This is an optimization exercise on Yosys and OpenROAD, whose aim is small area, a short achievable clock period and few clock cycles, not a production implementation.
RTL that was checked went through simulation tests only; none was proved equivalent to the original.

== old ==
==> flow/design.v (excerpt) <==
module core(
	input CLK,
	input RST,
	output wire [31:0]  imem_addr,
	input       [31:0]  imem_data,
	output wire         dmem_read,
	output wire         dmem_write,
	output wire [31:0]  dmem_addr,
	output wire [31:0]  dmem_wdata,
	output wire [3:0]   dmem_mask,
	input       [31:0]  dmem_rdata
);
Size: about 5,400 cells after synthesis, about 1,400 flip-flops, ~170 I/O pins.
==> flow/config.mk <==
export PLATFORM = sky130hd
export DESIGN_NAME = core
export DESIGN_NICKNAME = core
export VERILOG_FILES = /design/flow/design.v
export SDC_FILE = /design/flow/constraint.sdc
export NUM_CORES = 8
export LEC_CHECK = 0
export CAP_MARGIN = 30
export CORE_MARGIN = 2
export CORE_UTILIZATION = 50
export CTS_CLUSTER_DIAMETER = 70
export CTS_CLUSTER_SIZE = 24
export SLEW_MARGIN = 30
==> flow/constraint.sdc <==
create_clock -name core_clock -period 13.0 [get_ports {CLK}]
set_input_delay 2.6000 -clock core_clock [delete_from_list [all_inputs] [get_ports {CLK}]]
set_output_delay 2.6000 -clock core_clock [all_outputs]
set_load 0.01 [all_outputs]
standard.sh (not shown) runs the stock make flow with config.mk's settings and CLKGATE_MAP_FILE= SYNTH_SCRIPT=/design/flow/synth_recipe.tcl, a recipe that flattens the netlist after the stock synthesis.
==> flow/flow/run.sh <==
#!/bin/bash
# Standard ORFS layout; timing repair aims well below the clock period.
bash standard.sh SETUP_SLACK_MARGIN=9.0 "BUFFER_PORTS_ARGS=-buffer_cell sky130_fd_sc_hd__buf_2" finish > standard.log 2>&1
Testbench counts of old, summed over its fixed seeds: cycles 19,536.
What new does differently from old at the input level:
--- a/flow/design.v
+++ b/flow/design.v
@@ -21,14 +21,12 @@
 	reg  [4:0]  x_rd;
 	reg         x_we, x_ld, x_st, x_br, x_jalr, x_link, x_pred;
 	reg  [2:0]  x_f3;              
 	reg  [2:0]  x_rsel;            
 	reg  [5:0]  x_rdc;             
 	reg         x_rj;
-	reg  [5:0]  x_sk;              
-	wire        squash;            
 	reg         x_sub, x_sra;
 	reg  [31:0] m_res;             
 	reg  [31:0] m_wd;              
 	reg  [3:0]  m_mask;
 	reg  [4:0]  m_rd;
 	reg         m_we, m_ld, m_st;
@@ -87,17 +85,15 @@
 	wire [31:0] imm_b = d_u  ? {ir[31:12], 12'd0} :
 	                    d_st ? {{20{ir[31]}}, ir[31:25], ir[11:7]} :
 	                           {{20{ir[31]}}, ir[31:20]};
 	wire [31:2] imm_t = d_jal ? {{12{ir[31]}}, ir[19:12], ir[20], ir[30:22]}
 	                          : {{20{ir[31]}}, ir[7], ir[30:25], ir[11:9]};
 	wire [31:2] tgt_d = pc_d + imm_t;
-	wire d_to4 = (imm_t == 30'd1);
-	wire d_to8 = (imm_t == 30'd2);
 	wire d_pred = d_br & ir[31];
 	wire ld_use = x_v & x_ld & x_we & ((use1 & rs1 == x_rd) | (use2 & rs2 == x_rd));
-	wire stall  = v_d & ld_use & ~squash;
+	wire stall  = v_d & ld_use;
 	wire [31:0] xa = x_a;
 	wire [31:0] xb = x_b;
 	wire [31:0] xc = x_c;
 	wire [31:0] bb  = x_sub ? ~xb : xb;
 	wire [32:0] sum = {1'b0, xa} + {1'b0, bb} + {32'd0, x_sub};
 	wire ltu = ~sum[32];
@@ -123,48 +119,42 @@
 			3'b101: res = shv;
 			3'b110: res = xa | xb;
 			default: res = xa & xb;
 		endcase
 		if (x_link) res = x_c;
 	end
-	assign squash = (x_sk[0] & eq) | (x_sk[1] & ~eq) | (x_sk[2] & lt) |
-	              (x_sk[3] & ~lt) | (x_sk[4] & ltu) | (x_sk[5] & ~ltu);
 	wire redirect_x = x_rj | (x_rdc[0] & eq) | (x_rdc[1] & ~eq) | (x_rdc[2] & lt) |
 	                  (x_rdc[3] & ~lt) | (x_rdc[4] & ltu) | (x_rdc[5] & ~ltu);
 	wire [31:2] tgt_x = x_jalr ? sum[31:2] : x_c[31:2];
-	wire redirect_d = v_d & ((d_jal & ~d_to4) | d_pred) & ~stall & ~redirect_x & ~squash;
+	wire redirect_d = v_d & (d_jal | d_pred) & ~stall & ~redirect_x;
 	wire [1:0] lo = sum[1:0];
 	wire [3:0] mask = x_f3[1] ? 4'b1111 :
 	                  x_f3[0] ? (lo[1] ? 4'b1100 : 4'b0011) :
 	                  (4'b0001 << lo);
 	wire [31:0] wd = x_f3[1] ? xc : x_f3[0] ? {2{xc[15:0]}} : {4{xc[7:0]}};
 	always @(posedge CLK or posedge RST) begin
 		if (RST) begin
 			pc_f <= 30'd0;
 			v_d  <= 1'b0;
 			x_v  <= 1'b0;
 			x_rj <= 1'b0;
 			x_rdc <= 6'b000000;
-			x_sk <= 6'b000000;
 			m_we <= 1'b0;
 			m_ld <= 1'b0;
 			m_st <= 1'b0;
 		end else begin
 			if (redirect_x)      pc_f <= tgt_x;
 			else if (stall)      pc_f <= pc_d;
 			else if (redirect_d) pc_f <= tgt_d;
 			else                 pc_f <= pc_f + 30'd1;
 			v_d  <= ~(redirect_x | stall | redirect_d);
-			x_v  <= v_d & ~stall & ~redirect_x & ~squash;
-			x_rj <= v_d & ~stall & ~redirect_x & ~squash & d_jalr;
-			x_rdc <= (v_d & ~stall & ~redirect_x & ~squash & d_br & ~d_to4 & ~d_to8) ?
+			x_v  <= v_d & ~stall & ~redirect_x;
+			x_rj <= v_d & ~stall & ~redirect_x & d_jalr;
+			x_rdc <= (v_d & ~stall & ~redirect_x & d_br) ?
 			         ({f3[2] & f3[1], f3[2] & f3[1], f3[2] & ~f3[1], f3[2] & ~f3[1], ~f3[2], ~f3[2]} &
 			          ((f3[0] ^ ir[31]) ? 6'b101010 : 6'b010101)) : 6'b000000;
-			x_sk <= (v_d & ~stall & ~redirect_x & ~squash & d_br & d_to8) ?
-			         ({f3[2] & f3[1], f3[2] & f3[1], f3[2] & ~f3[1], f3[2] & ~f3[1], ~f3[2], ~f3[2]} &
-			          (f3[0] ? 6'b101010 : 6'b010101)) : 6'b000000;
 			m_we <= x_v & x_we;
 			m_ld <= x_v & x_ld;
 			m_st <= x_v & x_st;
 		end
 	end
 	always @(posedge CLK) begin
--- outcome ---
There was hardly any difference in width of the die between new and old.
On initial core utilization, new tracks old almost exactly.
In the reports for new and old, the smaller length of the first detailed-routing pass in iterations belongs to old.
Taking old as the reference, in new wire length down about 0.35%; area growth from synthesis to final layout down 1.1 points; fmax fell 0.52%; utilization down 0.49 points; area of all placed cells without fillers saw a decrease.
Only the layout flow was run in new; the RTL was not checked for function there.


## v6
Another version of the RTL of core (not shown whole).
Size in the first run: roughly 5600 cells after synthesis, ~1300 flip-flops, roughly 170 I/O pins, about 0.064 mm² of cells after synthesis.
Settings: LEC_CHECK=0, CAP_MARGIN=20, CORE_MARGIN=2, CORE_UTILIZATION=50, CTS_CLUSTER_DIAMETER=70, CTS_CLUSTER_SIZE=24, SLEW_MARGIN=20; clock period 13.0 ns.
==> flow/flow/run.sh <==
#!/bin/bash
# Standard ORFS layout; timing repair aims well below the clock period.
bash standard.sh SETUP_SLACK_MARGIN=9.0  finish > standard.log 2>&1
Testbench counts of v6, summed over its fixed seeds: cycles 19,814.
The following lists how v7 was set up differently from v6:
--- a/flow/design.v
+++ b/flow/design.v
@@ -9,20 +9,22 @@
 	output wire [31:0]  dmem_addr,
 	output wire [31:0]  dmem_wdata,
 	output wire [3:0]   dmem_mask,
 	input       [31:0]  dmem_rdata
 );
 	reg  [31:2] pc_f;              
 	reg  [31:0] ir;                
 	reg  [31:2] pc_d;              
 	reg         v_d;               
+	reg  [31:1] s1, s2;            
 	reg         x_v;               
 	reg  [31:0] x_a, x_b, x_c;     
+	reg         x_fc;              
 	reg  [4:0]  x_rd;
 	reg         x_we, x_ld, x_st, x_br, x_jalr, x_link, x_pred;
 	reg  [2:0]  x_f3;              
 	reg  [2:0]  x_rsel;            
 	reg  [5:0]  x_rdc;             
 	reg         x_rj;
 	reg         x_sub, x_sra;
 	reg  [31:0] m_res;             
 	reg  [31:0] m_wd;              
@@ -59,25 +61,25 @@
 	wire d_alu  = ~ir[6] & ~ir[2] & ir[4];
 	wire d_op   = d_alu & ir[5];
 	wire d_mem  = ~ir[6] & ~ir[2] & ~ir[4];
 	wire d_st   = d_mem & ir[5];
 	wire d_ld   = d_mem & ~ir[5];
 	wire use1 = ~d_u & ~d_jal;
 	wire use2 = d_br | d_st | d_op;
 	wire d_we = ~d_br & ~d_st & (rd != 5'd0);
 	reg [31:0] rf1, rf2;
-	integer k;
+	integer k, q;
 	always @(*) begin
 		rf1 = 32'd0;
 		rf2 = 32'd0;
 		for (k = 1; k < 32; k = k + 1) begin
-			if (rs1 == k) rf1 = rf1 | rf[k];
-			if (rs2 == k) rf2 = rf2 | rf[k];
+			if (s1[k]) rf1 = rf1 | rf[k];
+			if (s2[k]) rf2 = rf2 | rf[k];
 		end
 	end
 	wire [31:0] r1 = (m_we && !m_ld && m_rd == rs1) ? m_res : rf1;
 	wire [31:0] r2 = (m_we && !m_ld && m_rd == rs2) ? m_res : rf2;
 	wire x1 = x_v & x_we & (rs1 == x_rd);
 	wire x2 = x_v & x_we & (rs2 == x_rd);
 	wire l1 = m_ld & m_we & (rs1 == m_rd);
 	wire l2 = m_ld & m_we & (rs2 == m_rd);
 	wire [31:0] imm_b = d_u  ? {ir[31:12], 12'd0} :
@@ -85,32 +87,32 @@
 	                           {{20{ir[31]}}, ir[31:20]};
 	wire [31:2] imm_t = d_jal ? {{12{ir[31]}}, ir[19:12], ir[20], ir[30:22]}
 	                          : {{20{ir[31]}}, ir[7], ir[30:25], ir[11:9]};
 	wire [31:2] tgt_d = pc_d + imm_t;
 	wire d_pred = d_br & ir[31];
 	wire ld_use = x_v & x_ld & x_we & ((use1 & rs1 == x_rd) | (use2 & rs2 == x_rd));
 	wire stall  = v_d & ld_use;
 	wire [31:0] xa = x_a;
 	wire [31:0] xb = x_b;
-	wire [31:0] xc = x_c;
+	wire [31:0] xc = x_fc ? m_res : x_c;
 	wire [31:0] bb  = x_sub ? ~xb : xb;
 	wire [32:0] sum = {1'b0, xa} + {1'b0, bb} + {32'd0, x_sub};
 	wire ltu = ~sum[32];
 	wire lt  = (xa[31] ^ xb[31]) ? xa[31] : sum[31];
 	wire eq  = (xa == xb);
 	wire left = ~x_rsel[2];
 	reg [31:0] a_rev, s_rev;
-	integer j;
+	integer j, j2;
 	always @(*) for (j = 0; j < 32; j = j + 1) a_rev[j] = xa[31 - j];
 	wire [31:0] s_in = left ? a_rev : xa;
 	wire [32:0] s_ext = {x_sra & xa[31], s_in};
 	wire [32:0] s_out = $signed(s_ext) >>> xb[4:0];
-	always @(*) for (j = 0; j < 32; j = j + 1) s_rev[j] = s_out[31 - j];
+	always @(*) for (j2 = 0; j2 < 32; j2 = j2 + 1) s_rev[j2] = s_out[31 - j2];
 	wire [31:0] shv = left ? s_rev : s_out[31:0];
 	reg [31:0] res;
 	always @(*) begin
 		case (x_rsel)
 			3'b000: res = sum[31:0];
 			3'b001: res = shv;
 			3'b010: res = {31'd0, lt};
 			3'b011: res = {31'd0, ltu};
 			3'b100: res = xa ^ xb;
@@ -151,24 +153,29 @@
 			         ({f3[2] & f3[1], f3[2] & f3[1], f3[2] & ~f3[1], f3[2] & ~f3[1], ~f3[2], ~f3[2]} &
 			          ((f3[0] ^ ir[31]) ? 6'b101010 : 6'b010101)) : 6'b000000;
 			m_we <= x_v & x_we;
 			m_ld <= x_v & x_ld;
 			m_st <= x_v & x_st;
 		end
 	end
 	always @(posedge CLK) begin
 		ir   <= imem_data;
+		for (q = 1; q < 32; q = q + 1) begin
+			s1[q] <= (imem_data[19:15] == q);
+			s2[q] <= (imem_data[24:20] == q);
+		end
 		pc_d <= pc_f;
 		x_a    <= (use1 & x1) ? res : (use1 & l1) ? ld_v :
 		          d_u ? (d_lui ? 32'd0 : {pc_d, 2'b00}) : r1;
 		x_b    <= ((d_op | d_br) & x2) ? res : ((d_op | d_br) & l2) ? ld_v :
 		          (d_op | d_br) ? r2 : imm_b;
-		x_c    <= (d_st & x2) ? res : (d_st & l2) ? ld_v :
+		x_fc   <= d_st & x2;
+		x_c    <= (d_st & l2) ? ld_v :
 		          d_st ? r2 : ((d_br & ~ir[31]) ? {tgt_d, 2'b00} : {pc_f, 2'b00});
 		x_rd   <= rd;
 		x_we   <= d_we;
 		x_ld   <= d_ld;
 		x_st   <= d_st;
 		x_br   <= d_br;
 		x_jalr <= d_jalr;
 		x_link <= d_jal | d_jalr;
 		x_pred <= d_pred;
--- outcome ---
Re worst slack at placement: v7 is 0.060 ns up on v6. v7 vs. v6: post-synthesis cell area increased by about 1.7% relative to the old numbers, final critical-path share of the clock period decreased by 0.46 points relative to the old numbers, number of hold violations in the final report closely matched the old numbers, minimum setup slack in the final design increased by 0.060 ns relative to the old numbers. v7 vs. v6: via count now larger, detailed-route wire length went up 10 mm.
No functional check of the RTL was part of v7.

what the ideal ports hide:
How much do the figures lean on ideal ports? The routed layouts below were timed once more, with nothing changed but the port constraints.
Step 1, drivers: a clkbuf_16 drives CLK and a buf_2 each remaining input, both assumed.
Step 2, shift: input delay + t, output delay - t, t = (earliest + latest rising clock arrival at the registers) / 2. This alone moves slack from input paths to output paths.
Slacks: no drivers / after step 1 / after step 2; pairs: no drivers / after step 1.
run	t (ns)	setup WS [ns]	worst register clock-pin slew, ns
old	0.825	8.882 / 8.882 / 8.132	0.11 / 0.11
new	0.822	8.861 / 8.861 / 8.166	0.10 / 0.10
v6	0.863	8.702 / 8.702 / 8.034	0.10 / 0.10
v7	0.843	8.762 / 8.762 / 8.057	0.10 / 0.10
After both steps setup and hold are still met in every run listed. For old, which loses most, drivers alone change the setup slack by 0.000 ns; drivers and shift together by -0.750 ns.
